Background: an optimization exercise with open tools, aiming at small area. Do not read the settings as production practice.
Only simulation tests tie the RTL to the original design; equivalence was not proved.

==> inputs of 11-11 <==
// median_filter
module median_filter (
    input rst,
    input [7:0] image_input,
    input enable,
    input enable_process,
    input clk,
    output [7:0] image_output
);
==> module median_filter, before the edit <==
module median_filter (
    input rst,
    input [7:0] image_input,
    input enable,
    input enable_process,
    input clk,
    output [7:0] image_output
);
    localparam Depth = 8;  
    localparam Width = 6;  
    localparam N = Depth*Width;
    reg [8*N-1:0] ring;
    reg [3:0] row;
    reg [2:0] col;
    wire [8*N-1:0] ring_next;
    wire rotate = enable_process & ~enable;  
    wire shift = enable | enable_process;
    ring_step #(.N(N)) step (.ring(ring), .image_input(image_input),
        .load(enable), .rotate(rotate), .shift(shift), .hold(~shift),
        .ring_next(ring_next));
    always @(posedge clk)
        ring <= ring_next;
    wire top    = ~row[3] & ~row[0];
    wire bottom = row[3] & ~row[2];
    wire left   = ~col[2] & ~col[0];
    wire right  = col[2] & ~col[1];
    always @(posedge clk, posedge rst) begin
        if (rst) begin
            row <= 4'b1000;
            col <= 3'b100;
        end else if (enable_process) begin
            row <= {row[2:0], ~row[3]};
            if (bottom)
                col <= {col[1:0], ~col[2]};
        end
    end
    wire [7:0] x [0:8];
    wire [8:0] valid;
    assign x[0] = ring[7:0];  assign valid[0] = 1'b1;               
    assign x[1] = ring[15:8];  assign valid[1] = ~top;               
    assign x[2] = ring[383:376]; assign valid[2] = ~bottom;            
    assign x[3] = ring[71:64];  assign valid[3] = ~left;              
    assign x[4] = ring[327:320]; assign valid[4] = ~right;             
    assign x[5] = ring[79:72];  assign valid[5] = ~(top | left);      
    assign x[6] = ring[63:56];  assign valid[6] = ~(bottom | left);   
    assign x[7] = ring[335:328]; assign valid[7] = ~(top | right);     
    assign x[8] = ring[319:312]; assign valid[8] = ~(bottom | right);  
    function maj9(input [8:0] v);
        reg lo0, lo1, lo2, me0, me1, me2, hi0, hi1, hi2;
        begin
            lo0 = v[0] & v[1] & v[2]; me0 = (v[0] & v[1]) | (v[0] & v[2]) | (v[1] & v[2]); hi0 = v[0] | v[1] | v[2];
            lo1 = v[3] & v[4] & v[5]; me1 = (v[3] & v[4]) | (v[3] & v[5]) | (v[4] & v[5]); hi1 = v[3] | v[4] | v[5];
            lo2 = v[6] & v[7] & v[8]; me2 = (v[6] & v[7]) | (v[6] & v[8]) | (v[7] & v[8]); hi2 = v[6] | v[7] | v[8];
            lo0 = lo0 | lo1 | lo2;
            me0 = (me0 & me1) | (me0 & me2) | (me1 & me2);
            hi0 = hi0 & hi1 & hi2;
            maj9 = (lo0 & me0) | (lo0 & hi0) | (me0 & hi0);
        end
    endfunction
    reg [8:0] e, lo, hi;
    reg [7:0] m;
    integer b;
    always @* begin
        lo = ~valid;
        hi = 9'd0;
        for (b = 7; b >= 0; b = b - 1) begin
            e = hi | (~lo & {x[8][b], x[7][b], x[6][b], x[5][b], x[4][b],
                             x[3][b], x[2][b], x[1][b], x[0][b]});
            m[b] = maj9(e);
            hi = hi | (e & {9{~m[b]}});
            lo = lo | (~e & {9{m[b]}});
        end
    end
    assign image_output = m;
endmodule
==> module ring_step, before the edit <==
module ring_step #(parameter N = 48) (
    input [8*N-1:0] ring,
    input [7:0] image_input,
    input load,
    input rotate,
    input shift,
    input hold,
    output [8*N-1:0] ring_next
);
    assign ring_next[7:0] = ({8{load}} & image_input) | ({8{rotate}} & ring[8*N-1 -: 8]) |
                            ({8{hold}} & ring[7:0]);
    assign ring_next[8*N-1:8] = ({8*N-8{shift}} & ring[8*N-9:0]) | ({8*N-8{hold}} & ring[8*N-1:8]);
endmodule
clock: 50.0 ns
lec_check: 0
abc_area: 1
cap_margin: 20
core_margin: 2
core_utilization: 70
place_density: 0.8
slew_margin: 20
synth_hierarchical: 1
standard.sh (not shown) runs the stock make flow with config.mk's settings and CLKGATE_MAP_FILE= SYNTH_SCRIPT=/design/flow/synth_recipe.tcl, a recipe that flattens the netlist after the stock synthesis.
==> flow/flow/run.sh <==
#!/bin/bash
# Layout flow: the standard flow (standard.sh) with
#  - synthesis mapped by an area-oriented ABC script (flow/my_synth.tcl,
#    flow/area.abc); registers are the standard synthesis's,
#  - clock tree synthesis without dummy loads, with small clock buffers,
#  - the smallest buffer for the port buffers,
# Each tool writes its full log under orfs/logs/; make's output goes to run.log.
set -euo pipefail
W=$PWD
export MY_ABC_SCRIPT=$W/flow/area.abc
export FLOW_SYNTH_TCL=$W/synth_recipe.tcl
CTS="-sink_clustering_enable -repair_clock_nets -dont_use_dummy_load -buf_list sky130_fd_sc_hd__clkbuf_4 -sink_clustering_size 12 -sink_clustering_max_diameter 40"
bash standard.sh SYNTH_SCRIPT=$W/flow/my_synth.tcl "CTS_ARGS=$CTS" \
  "BUFFER_PORTS_ARGS=-buffer_cell sky130_fd_sc_hd__buf_1" \
  finish > run.log 2>&1
==> flow/flow/area.abc <==
strash
&get -n
&deepsyn -I 4 -J 20 -S 1
&st
&dch
&nf -R 1000 -C 32 -F 8
&put
topo
==> flow/flow/my_synth.tcl <==
# The standard synthesis (synth_recipe.tcl, sourced unchanged below) with
# one change: the final technology mapping (the abc command of ORFS's
# synth.tcl) uses the area-oriented ABC script MY_ABC_SCRIPT in place of
# ORFS's, without ABC's buffering and up-sizing. Registers are mapped before
# this step (dfflibmap), so they are the standard synthesis's.
proc abc {args} {
  set i [lsearch -exact $args -script]
  if {$i >= 0} { lset args [expr {$i + 1}] $::env(MY_ABC_SCRIPT) }
  puts "abc with $::env(MY_ABC_SCRIPT): $args"
  yosys abc {*}$args
}
source $::env(FLOW_SYNTH_TCL)
==> 09-05: changes against 11-11 <==
==> flow/design.v (replaced) <==
module median_filter (
    input rst,
    input [7:0] image_input,
    input enable,
    input enable_process,
    input clk,
    output [7:0] image_output
);
    localparam Depth = 8;  
    localparam Width = 6;  
    localparam N = Depth*Width;
    reg [7:0] ring [0:N-1];
    reg [5:0] k;
    integer j;
    always @(posedge clk) begin
        if (enable | enable_process) begin
            ring[0] <= enable ? image_input : ring[N-1];
            for (j = 1; j < N; j = j + 1)
                ring[j] <= ring[j-1];
        end
    end
    always @(posedge clk, posedge rst) begin
        if (rst)
            k <= 6'b111111;
        else if (enable_process)
            k <= k + 6'd1;
    end
    wire top    = (k[2:0] == 3'd0);
    wire bottom = (k[2:0] == 3'd7);
    wire left   = (k[5:3] == 3'd0);
    wire right  = (k[5:3] == 3'd5);
    wire [7:0] x [0:8];
    wire [8:0] valid;
    assign x[0] = ring[0];  assign valid[0] = 1'b1;               
    assign x[1] = ring[1];  assign valid[1] = ~top;               
    assign x[2] = ring[47]; assign valid[2] = ~bottom;            
    assign x[3] = ring[8];  assign valid[3] = ~left;              
    assign x[4] = ring[40]; assign valid[4] = ~right;             
    assign x[5] = ring[9];  assign valid[5] = ~(top | left);      
    assign x[6] = ring[7];  assign valid[6] = ~(bottom | left);   
    assign x[7] = ring[41]; assign valid[7] = ~(top | right);     
    assign x[8] = ring[39]; assign valid[8] = ~(bottom | right);  
    function maj9(input [8:0] v);
        reg lo0, lo1, lo2, me0, me1, me2, hi0, hi1, hi2;
        begin
            lo0 = v[0] & v[1] & v[2]; me0 = (v[0] & v[1]) | (v[0] & v[2]) | (v[1] & v[2]); hi0 = v[0] | v[1] | v[2];
            lo1 = v[3] & v[4] & v[5]; me1 = (v[3] & v[4]) | (v[3] & v[5]) | (v[4] & v[5]); hi1 = v[3] | v[4] | v[5];
            lo2 = v[6] & v[7] & v[8]; me2 = (v[6] & v[7]) | (v[6] & v[8]) | (v[7] & v[8]); hi2 = v[6] | v[7] | v[8];
            lo0 = lo0 | lo1 | lo2;
            me0 = (me0 & me1) | (me0 & me2) | (me1 & me2);
            hi0 = hi0 & hi1 & hi2;
            maj9 = (lo0 & me0) | (lo0 & hi0) | (me0 & hi0);
        end
    endfunction
    reg [8:0] e, free;
    reg [7:0] m;
    integer b, i;
    always @* begin
        free = valid;
        e = 9'd0;
        for (b = 7; b >= 0; b = b - 1) begin
            for (i = 0; i < 9; i = i + 1)
                if (free[i]) e[i] = x[i][b];
            m[b] = maj9(e);
            free = free & ~(e ^ {9{m[b]}});
        end
    end
    assign image_output = m;
endmodule
==> flow/run.sh (new file) <==
#!/bin/bash
# synth_recipe.tcl (not shown) runs the flow's synth.tcl, then flattens the netlist and writes it again
# the make line also repeats each setting of config.mk as NAME=value (left out here)
make -C /OpenROAD-flow-scripts/flow DESIGN_CONFIG=/design/flow/config.mk WORK_HOME=/design/flow/orfs CLKGATE_MAP_FILE= SYNTH_SCRIPT=/design/flow/synth_recipe.tcl finish
CORE_UTILIZATION = 50   (was 70)
PLACE_DENSITY = 0.6   (was 0.8)
SYNTH_HIERARCHICAL = unset   (was 1)
removed: flow/flow/run.sh
removed: flow/flow/area.abc
removed: flow/flow/my_synth.tcl
removed: flow/standard.sh
==> 10-12: changes against 11-11 <==
--- a/flow/design.v
+++ b/flow/design.v
@@ -11,28 +11,22 @@
     localparam N = Depth*Width;
     reg [8*N-1:0] ring;
-    reg [3:0] row;
-    reg [2:0] col;
+    reg [5:0] k;
     wire [8*N-1:0] ring_next;
-    wire rotate = enable_process & ~enable;  
+    wire [7:0] first = enable ? image_input : ring[8*N-1 -: 8];
     wire shift = enable | enable_process;
-    ring_step #(.N(N)) step (.ring(ring), .image_input(image_input),
-        .load(enable), .rotate(rotate), .shift(shift), .hold(~shift),
-        .ring_next(ring_next));
+    ring_step #(.N(N)) step (.ring(ring), .first(first), .shift(shift),
+        .hold(~shift), .ring_next(ring_next));
     always @(posedge clk)
         ring <= ring_next;
-    wire top    = ~row[3] & ~row[0];
-    wire bottom = row[3] & ~row[2];
-    wire left   = ~col[2] & ~col[0];
-    wire right  = col[2] & ~col[1];
     always @(posedge clk, posedge rst) begin
-        if (rst) begin
-            row <= 4'b1000;
-            col <= 3'b100;
-        end else if (enable_process) begin
-            row <= {row[2:0], ~row[3]};
-            if (bottom)
-                col <= {col[1:0], ~col[2]};
-        end
+        if (rst)
+            k <= 6'b111111;
+        else if (enable_process)
+            k <= k + 6'd1;
     end
+    wire top    = (k[2:0] == 3'd0);
+    wire bottom = (k[2:0] == 3'd7);
+    wire left   = (k[5:3] == 3'd0);
+    wire right  = (k[5:3] == 3'd5);
     wire [7:0] x [0:8];
     wire [8:0] valid;
@@ -58,16 +52,15 @@
         end
     endfunction
-    reg [8:0] e, lo, hi;
+    reg [8:0] e, free;
     reg [7:0] m;
-    integer b;
+    integer b, i;
     always @* begin
-        lo = ~valid;
-        hi = 9'd0;
+        free = valid;
+        e = 9'd0;
         for (b = 7; b >= 0; b = b - 1) begin
-            e = hi | (~lo & {x[8][b], x[7][b], x[6][b], x[5][b], x[4][b],
-                             x[3][b], x[2][b], x[1][b], x[0][b]});
+            for (i = 0; i < 9; i = i + 1)
+                if (free[i]) e[i] = x[i][b];
             m[b] = maj9(e);
-            hi = hi | (e & {9{~m[b]}});
-            lo = lo | (~e & {9{m[b]}});
+            free = free & ~(e ^ {9{m[b]}});
         end
     end
@@ -76,13 +69,9 @@
 module ring_step #(parameter N = 48) (
     input [8*N-1:0] ring,
-    input [7:0] image_input,
-    input load,
-    input rotate,
+    input [7:0] first,
     input shift,
     input hold,
     output [8*N-1:0] ring_next
 );
-    assign ring_next[7:0] = ({8{load}} & image_input) | ({8{rotate}} & ring[8*N-1 -: 8]) |
-                            ({8{hold}} & ring[7:0]);
-    assign ring_next[8*N-1:8] = ({8*N-8{shift}} & ring[8*N-9:0]) | ({8*N-8{hold}} & ring[8*N-1:8]);
+    assign ring_next = ({8*N{shift}} & {ring[8*N-9:0], first}) | ({8*N{hold}} & ring);
 endmodule
==> flow/flow/run.sh (replaced) <==
#!/bin/bash
# Layout flow: the standard flow (standard.sh) with
#  - synthesis mapped by an area-oriented ABC script (flow/my_synth.tcl),
#  - clock tree synthesis without dummy loads, with small clock buffers,
#  - the smallest buffer for the port buffers.
# Each tool writes its full log under orfs/logs/; make's output goes to run.log.
set -euo pipefail
W=$PWD
export MY_ABC_SCRIPT=$W/flow/area.abc
export FLOW_SYNTH_TCL=$W/synth_recipe.tcl
CTS="-sink_clustering_enable -repair_clock_nets -dont_use_dummy_load -buf_list sky130_fd_sc_hd__clkbuf_4 -sink_clustering_size 12 -sink_clustering_max_diameter 50"
bash standard.sh SYNTH_SCRIPT=$W/flow/my_synth.tcl "CTS_ARGS=$CTS" \
  "BUFFER_PORTS_ARGS=-buffer_cell sky130_fd_sc_hd__buf_1" finish > run.log 2>&1
==> flow/flow/area.abc (replaced) <==
strash
&get -n
&deepsyn -T 30
&st
&dch
&nf -R 1000
&put
topo
CORE_UTILIZATION = 60   (was 70)
PLACE_DENSITY = 0.7   (was 0.8)
==> flow_summary.toml <==
[floorplanning]
die-area_um2 = 20240

[cells_and_area]
seq_cell_count = 391

[critical_path]
path_max_fanout = 19

[status]
status = "complete, no violations"
[end of results for 11-11]
==> flow_summary.toml <==
[route]
drtAntennaViolNets = 0

[status]
status = "complete, no violations"

[cells_and_area]
multi_input_area_share = 0.3981
seq_cell_count = 390

[critical_path]
path_max_fanout = 27
[end of results for 10-12]
==> flow_summary.toml <==
[synthesis]
synth-edff-count = 384

[cells_and_area]
seq_cell_count = 390

[global_routing]
gr-total-overflow = 0

[critical_path]
path_max_fanout = 19
path_buf_inv = 8

[floorplanning]
die-area_um2 = 33180

[status]
status = "complete, no violations"
[end of results for 09-05]

[what the ideal ports hide]
The results above use ideal ports. As a check the final layouts listed here were re-extracted and re-timed, cells and wires unchanged. Step 1 assumes that a clkbuf_16 drives the clock port and a buf_2 every other input. Step 2 moves the port delays by t, midway between the first and last clock arrival at a register: inputs arrive t later, outputs are due t later. That takes back most of the time a late clock gives input paths. a / b / c = ideal ports / drivers / drivers and shift; a / b = the first two.
run	shift t [ns]	setup slack, ns	hold slack, ns	worst setup path after step 2	clock arrival spread, ns
11-11	0.657	24.673 / 24.630 / 25.288	0.403 / 0.403 / 0.403	register to output	0.125 / 0.125
09-05	0.577	28.889 / 28.835 / 29.412	0.412 / 0.412 / 0.412	register to output	0.012 / 0.012
10-12	0.678	23.811 / 23.773 / 24.451	0.456 / 0.456 / 0.456	register to output	0.041 / 0.041
After both steps setup and hold are still met in every run listed.
